Context: an optimization exercise on an open-source flow, tuned for a short achievable clock period and few clock cycles. The choices shown serve that exercise and are no tape-out recipe.
Function was checked by simulation only, so behaviour that the tests miss may differ from the original.
Power and IR drop assume default switching activity.

Design top, start of the top module:
module top (
	input clk,     
	input rst_n,   
	output wire [31:0] imem_addr,
	input  wire [31:0] imem_rdata,
	output wire [31:0] dmem_addr,
	output wire [31:0] dmem_wdata,
	output wire        dmem_we,
	input  wire [31:0] dmem_rdata
);
==> module pred_tp, before the edit <==
module pred_tp (
	input  [31:0] ins,
	input         stall,
	input         zd,
	input  [4:0]  rd,
	input         take,       
	output        tp
);
wire isjal = ins[6:0] == 7'b1101111;
wire isbr  = ins[6:0] == 7'b1100011;
wire sgn   = ins[31];
wire smallJ, smallB;
allsame #(.N(10)) u_sj (.x({ins[30], ins[20], ins[19:12]}), .s(sgn), .y(smallJ));
allsame #(.N(2))  u_sb (.x({ins[30], ins[7]}), .s(sgn), .y(smallB));
wire t_a = ~stall & ((isjal & smallJ) | (isbr & smallB & sgn));
wire t_b = ~stall & isbr & smallB;
wire eq, zt, p;
eq5 u_eq (.a(ins[19:15]), .b(ins[24:20]), .y(eq));
zcmp u_zt (.rs1(ins[19:15]), .rs2(ins[24:20]), .rd(rd), .zd(zd), .y(zt));
ao21 u_p (.a(t_b), .b(eq | zt), .c(t_a), .y(p));
andn2 u_tp (.a(p), .b(take), .y(tp));
endmodule
==> flow/config.mk <==
export PLATFORM = sky130hd
export DESIGN_NAME = top
export DESIGN_NICKNAME = top
export VERILOG_FILES = /design/flow/design.v
export SDC_FILE = /design/flow/constraint.sdc
export NUM_CORES = 8
export LEC_CHECK = 0
export CAP_MARGIN = 20
export CORE_MARGIN = 2
export CORE_UTILIZATION = 55
export CTS_CLUSTER_DIAMETER = 150
export CTS_CLUSTER_SIZE = 20
export PLACE_DENSITY = 0.7
export SLEW_MARGIN = 20
export SYNTH_HIERARCHICAL = 1
==> flow/constraint.sdc <==
create_clock -name core_clock -period 13.0 [get_ports {clk}]
set_input_delay 2.6000 -clock core_clock [delete_from_list [all_inputs] [get_ports {clk}]]
set_output_delay 2.6000 -clock core_clock [all_outputs]
set_load 0.01 [all_outputs]
standard.sh (not shown) runs the stock make flow with config.mk's settings and CLKGATE_MAP_FILE= SYNTH_SCRIPT=/design/flow/synth_recipe.tcl, a recipe that flattens the netlist after the stock synthesis.
==> flow/flow/run.sh <==
#!/bin/bash
# The standard layout (standard.sh) with three changes to how it is made:
# the port buffers are buf_8 cells; after placement each output port's buffer
# is moved next to the flip-flop driving it (the long wire to the pin is then
# driven by the buffer); and the setup repair aims for slack beyond the clock
# period so that the achieved period shrinks.
set -euo pipefail
ARGS=(SETUP_SLACK_MARGIN=9.45 "BUFFER_PORTS_ARGS=-buffer_cell sky130_fd_sc_hd__buf_8")
bash standard.sh "${ARGS[@]}" place > standard_place.log 2>&1
RES_DIR=orfs/results/sky130hd/top/base openroad -no_init -exit flow/move_run.tcl > move_outbuf.log 2>&1
bash standard.sh "${ARGS[@]}" > standard_finish.log 2>&1
==> flow/flow/move_outbuf.tcl <==
# Move each output port's buffer next to the flip-flop that drives it, then
# legalize: the long wire to the pin is then driven by the buffer.
set block [ord::get_db_block]
set n 0
foreach term [$block getBTerms] {
  if { [$term getIoType] != "OUTPUT" } { continue }
  set net [$term getNet]
  foreach it [$net getITerms] {
    if { ![$it isOutputSignal] } { continue }
    set buf [$it getInst]
    foreach bit [$buf getITerms] {
      if { ![$bit isInputSignal] } { continue }
      set inet [$bit getNet]
      if { $inet == "NULL" } { continue }
      foreach dit [$inet getITerms] {
        if { ![$dit isOutputSignal] } { continue }
        set drv [$dit getInst]
        set loc [$drv getLocation]
        $buf setLocation [lindex $loc 0] [lindex $loc 1]
        incr n
      }
    }
  }
}
puts "moved $n output buffers"
==> flow/flow/move_run.tcl <==
# after placement: move each output port's buffer next to the flip-flop
# that drives it (see move_outbuf.tcl), legalize, and write the placement back
set r $::env(RES_DIR)
read_db $r/3_place.odb
source [file dirname [info script]]/move_outbuf.tcl
detailed_placement
check_placement
write_db $r/3_place.odb
Testbench counts at the start, summed over its fixed seeds: cycles 19,925.
Edit:
--- a/flow/design.v
+++ b/flow/design.v
@@ -468,14 +468,16 @@
 wire isjal = ins[6:0] == 7'b1101111;
 wire isbr  = ins[6:0] == 7'b1100011;
-wire sgn   = ins[31];
-wire smallJ, smallB;
-allsame #(.N(10)) u_sj (.x({ins[30], ins[20], ins[19:12]}), .s(sgn), .y(smallJ));
-allsame #(.N(2))  u_sb (.x({ins[30], ins[7]}), .s(sgn), .y(smallB));
-wire t_a = ~stall & ((isjal & smallJ) | (isbr & smallB & sgn));
-wire t_b = ~stall & isbr & smallB;
-wire eq, zt, p;
+wire j1, j0, b1, b0;      
+andall #(.N(10)) u_j1 (.x({ins[30], ins[20], ins[19:12]}), .y(j1));
+andall #(.N(10)) u_j0 (.x(~{ins[30], ins[20], ins[19:12]}), .y(j0));
+andall #(.N(2))  u_b1 (.x({ins[30], ins[7]}), .y(b1));
+andall #(.N(2))  u_b0 (.x(~{ins[30], ins[7]}), .y(b0));
+wire p1 = ~stall & ((isjal & j1) | (isbr & b1));
+wire eq, zt, p0;
 eq5 u_eq (.a(ins[19:15]), .b(ins[24:20]), .y(eq));
 zcmp u_zt (.rs1(ins[19:15]), .rs2(ins[24:20]), .rd(rd), .zd(zd), .y(zt));
-ao21 u_p (.a(t_b), .b(eq | zt), .c(t_a), .y(p));
+ao21 u_p0 (.a(~stall & isbr & b0), .b(eq | zt), .c(~stall & isjal & j0), .y(p0));
+wire p;
+mux2w #(.W(1)) u_p (.s(ins[31]), .a(p1), .b(p0), .y(p));
 andn2 u_tp (.a(p), .b(take), .y(tp));
 endmodule
Power falls by about 3.3%.
Routed wire length stays flat.
Clock-buffer cell count falls by 17.
Worst setup slack is worse by 0.029 ns.
Combinational power drops by about 5%.
Cell count does not change.
Clock power came out lower by about 1%.
Sequential share of layout area hardly moves.
Non-clock buffer count went up by 55.
Testbench counts after the change, summed over its fixed seeds: cycles 19,925.

========
Another version of the RTL of top (not shown whole).
Size: about 13000 cells after synthesis.
export LEC_CHECK = 0
export CAP_MARGIN = 20
export CORE_MARGIN = 2
export CORE_UTILIZATION = 55
export CTS_CLUSTER_DIAMETER = 150
export CTS_CLUSTER_SIZE = 20
export PLACE_DENSITY = 0.7
export SLEW_MARGIN = 20
export SYNTH_HIERARCHICAL = 1
create_clock -name core_clock -period 13.0 [get_ports {clk}]
Scripts as last shown in full above: flow/flow/run.sh, flow/flow/move_outbuf.tcl, flow/flow/move_run.tcl
The baseline finished clean.
Testbench counts at the start, summed over its fixed seeds: cycles 19,925.
Rerun with:
--- a/flow/design.v
+++ b/flow/design.v
@@ -179,21 +179,23 @@
 w_sel u_wsx (.mul(mulM), .mulres(mulres), .ld(ldM), .rdata(dmem_rdata), .res(resMx), .y(resWxn));
 wire fromE = wrE & (rdE == rxD);
 wire fromM = wrM & (rdM == rxD);
 wire fromW = wrW & (rdW == rxD);
 wire zresM, zW;
 zero32 u_zm  (.x(resMx), .z(zresM));
 zero32 u_zw  (.x(resWx), .z(zW));
 wire oW;
 zero32 u_ow  (.x(resWx ^ 32'd1), .z(oW));
 wire zfx    = sxD[0] | (|(sxD[31:1] & zf));
-wire zOth   = fromM ? zresM : fromW ? zW : zfx;
+wire zWd;
+zero32 u_zwd (.x(resWx), .z(zWd));
+wire zOth   = fromM ? zresM : fromW ? zWd : zfx;
 wire unkM   = fromM & (mulM | ldM);
 wire unkD   = fromE ? unkE : unkM;
 wire resolvD = vD & bzD & ~unkD;
 wire redirBD;
 wire bzsE   = vD & bzD & fromE & ~unkE;
 wire bzearly = vD & bzD & ~fromE & ~unkM & (zOth ^ predD);
 late_sel u_rbd (.s(bzsE), .late(zresE ^ predD), .early(bzearly), .y(redirBD));
 wire redirJD = vD & jalD & ~predD;
 wire redirD  = redirBD | redirJD;
 wire takeX, takeF1, takeF2, takeO1, takeO2;
Setup slack degrades by 34 ps.
Flip-flop and latch count is unchanged.
Count of clock-buffer cells in the layout falls by 3.
Core utilization rises by 0.12 points.
Power falls by about 2.5%.
Synthesized area hardly moves.
Via count rises by about 0.6%.
Wire length rises by about 0.37%.
Design area is about the same.
Cell count rises by about 0.7%.
Die area is about the same.
Worst hold slack barely changes.
Testbench counts after the change, summed over its fixed seeds: cycles 19,925.

-- port drivers added, routing unchanged --
Ports are ideal in the flow. The routed layouts listed here were re-timed in OpenROAD.
Step 1 sets driving cells, clkbuf_16 on the clock port and buf_2 on the other inputs (assumed; they add their load-dependent delay and slew).
Step 2 times the ports against the registers' clock, not the clock port: input delays grow and output delays shrink by t, the midpoint of the rising clock arrivals with the driver on.
Three values: ideal ports, drivers, drivers and shift; two values: the first two.
run	t, ns	slack for setup (ns)	hold WS [ns]	worst register clock-pin slew, ns	worst data-port slew with drivers (ns)
the first run of note 1	0.934	8.994 / 8.723 / 7.789	0.366 / 0.366 / 0.366	0.11 / 0.11	0.50
the second run of note 1	0.933	8.965 / 8.885 / 7.993	0.361 / 0.361 / 0.361	0.12 / 0.12	0.32
the first run of note 2	0.942	8.989 / 8.902 / 8.129	0.356 / 0.356 / 0.356	0.11 / 0.11	0.29
the second run of note 2	0.925	8.955 / 8.892 / 8.056	0.356 / 0.356 / 0.356	0.11 / 0.11	0.29
After both steps setup and hold are still met in every run listed. For the first run of note 1, which loses most, drivers alone change the setup slack by -0.271 ns; drivers and shift together by -1.205 ns.
